Background: an optimization exercise with open tools, aiming at small area and a short achievable clock period. Do not read the settings as production practice.
At most, simulation tests tie the RTL to the original design; equivalence was not proved.
Power is estimated from default activity; no workload was simulated.

## run A
==> flow/design.v (excerpt) <==
module glyph_top (
    input            clk,
    input      [7:0] character_generator,
    input      [9:0] x,
    input      [9:0] y,
    input      [9:0] base_x,
    input      [9:0] base_y,
    output reg       pixel
);
    reg [7:0] ch_r;
    reg [9:0] x_r, y_r, bx_r, by_r;
    wire      pix;
    acelerometro_generator gen (
        .character_generator(ch_r),
        .x(x_r),
        .y(y_r),
        .base_x(bx_r),
        .base_y(by_r),
        .pixel(pix)
    );
    always @(posedge clk) begin
        ch_r  <= character_generator;
        x_r   <= x;
        y_r   <= y;
        bx_r  <= base_x;
        by_r  <= base_y;
        pixel <= pix;
    end
endmodule
==> flow/config.mk <==
export PLATFORM = sky130hd
export DESIGN_NAME = glyph_top
export DESIGN_NICKNAME = glyph_top
export VERILOG_FILES = /design/flow/design.v
export SDC_FILE = /design/flow/constraint.sdc
export NUM_CORES = 4
export LEC_CHECK = 0
export CAP_MARGIN = 20
export CORE_MARGIN = 2
export CORE_UTILIZATION = 40
export SLEW_MARGIN = 20
==> flow/constraint.sdc <==
create_clock -name core_clock -period 80.0 [get_ports {clk}]
set_input_delay 16.0000 -clock core_clock [delete_from_list [all_inputs] [get_ports {clk}]]
set_output_delay 16.0000 -clock core_clock [all_outputs]
set_load 0.01 [all_outputs]
run.sh (not shown) runs the stock make flow with config.mk's settings and CLKGATE_MAP_FILE= SYNTH_SCRIPT=/design/flow/synth_recipe.tcl, a recipe that flattens the netlist after the stock synthesis.
For run B, these inputs were changed with respect to run A:
Settings: CTS_CLUSTER_DIAMETER now 500, previously not set; ABC_AREA now 1, previously not set; CTS_CLUSTER_SIZE now 64, previously not set.
==> flow/flow/run.sh (new file) <==
#!/bin/bash
set -e
export BUFFER_PORTS_ARGS="-buffer_cell sky130_fd_sc_hd__buf_1"
bash standard.sh > standard.log 2>&1
==> flow/standard.sh (new file) <==
#!/bin/bash
# synth_recipe.tcl (not shown) runs the flow's synth.tcl, then flattens the netlist and writes it again
# the make line also repeats each setting of config.mk as NAME=value (left out here)
make -C /OpenROAD-flow-scripts/flow DESIGN_CONFIG=/design/flow/config.mk WORK_HOME=/design/flow/orfs CLKGATE_MAP_FILE= SYNTH_SCRIPT=/design/flow/synth_recipe.tcl "${@:-finish}"
removed: flow/run.sh
Run B: no failed stages, no open violations at the end. On maximum frequency: between run A and run B, it ends up lower for run A. [compare] base=run A new=run B: design area went down 8.6%, met2 capacity usage during global routing went down 5.6 points, shortest period the worst path allows went down 0.41 ns. From run A to run B the numbers moved as follows: layout-stage area growth over the synthesis result went down, maximum number of pins on one net before global-route repair went down. Row sequential-to-total area share from yosys stat: run B higher / run A lower. Summary of run B over run A: worst setup slack increased 0.41 ns, buffering stage count on the worst path with inverters included essentially unchanged.

* * *

glyph_top, a different RTL version from the one above (not shown whole).
Size in the first run: ~470 cells after synthesis, ~50 I/O pins, ~3600 sq um of cells after synthesis.
==> flow/design.v (excerpt) <==
module glyph_top (
    input            clk,
    input      [7:0] character_generator,
    input      [9:0] x,
    input      [9:0] y,
    input      [9:0] base_x,
    input      [9:0] base_y,
    output reg       pixel
);
clock: 80.0 ns
lec_check: 0
abc_area: 1
cap_margin: 20
core_margin: 2
core_utilization: 40
slew_margin: 20
standard.sh (not shown) runs the stock make flow with config.mk's settings and CLKGATE_MAP_FILE= SYNTH_SCRIPT=/design/flow/synth_recipe.tcl, a recipe that flattens the netlist after the stock synthesis.
==> flow/flow/run.sh <==
#!/bin/bash
set -e
export BUFFER_PORTS_ARGS="-buffer_cell sky130_fd_sc_hd__buf_1"
export CTS_ARGS="-sink_clustering_enable -repair_clock_nets -dont_use_dummy_load -root_buf sky130_fd_sc_hd__clkbuf_16 -buf_list sky130_fd_sc_hd__clkbuf_16 -sink_clustering_size 64 -sink_clustering_max_diameter 500"
bash standard.sh > standard.log 2>&1
The first run finished clean.
==> next run, changes <==
==> flow/flow/run.sh (replaced) <==
#!/bin/bash
set -e
export BUFFER_PORTS_ARGS="-buffer_cell sky130_fd_sc_hd__buf_1"
export CTS_ARGS="-sink_clustering_enable -repair_clock_nets -dont_use_dummy_load"
bash standard.sh > standard.log 2>&1
The changed run produced a clean layout.
Wire length is lower by 0.63%.
Global-route usage falls by 0.13 points.
Power is lower by 5.6%.
Sequential cell count is unchanged.
Worst setup slack is worse by 0.010 ns.
Maximum frequency hardly moves.
Clock power drops by 34%.
Critical path depth stays the same.
Clock-buffer cell count is unchanged.
==> next run, changes <==
==> flow/flow/run.sh (replaced) <==
#!/bin/bash
set -e
export BUFFER_PORTS_ARGS="-buffer_cell sky130_fd_sc_hd__buf_1"
bash standard.sh > standard.log 2>&1
Routed wire length is about the same. Worst hold slack is worse by 0.029 ns. Area after synthesis stays the same. Cell area rose by 0.73%.
No functional check of the RTL was part of any run of this note.

==> static timing again, ports no longer ideal <==
Ports are ideal in the flow. The routed layouts listed here were re-timed in OpenROAD.
Step 1, drivers: a clkbuf_16 drives clk and a buf_2 each remaining input, both assumed.
Step 2 times the ports against the registers' clock, not the clock port: input delays grow and output delays shrink by t, the midpoint of the rising clock arrivals with the driver on.
Slacks: ideal ports / drivers / drivers and shift; pairs: ideal ports / drivers.
run	t (ns)	setup WS [ns]	slew at the worst register clock pin (ns)	worst data-port slew with drivers (ns)	pins driven straight from the clock port
run A	0.334	62.841 / 62.809 / 63.143	0.11 / 0.11	0.03	1
run B	0.332	63.247 / 63.217 / 63.548	0.09 / 0.09	0.04	1
the first run of note 2	0.313	63.290 / 63.254 / 63.567	0.07 / 0.07	0.03	1
the second run of note 2	0.314	63.280 / 63.253 / 63.567	0.09 / 0.09	0.03	1
the third run of note 2	0.324	63.247 / 63.221 / 63.545	0.09 / 0.09	0.03	1
After both steps every run listed still meets setup and hold.
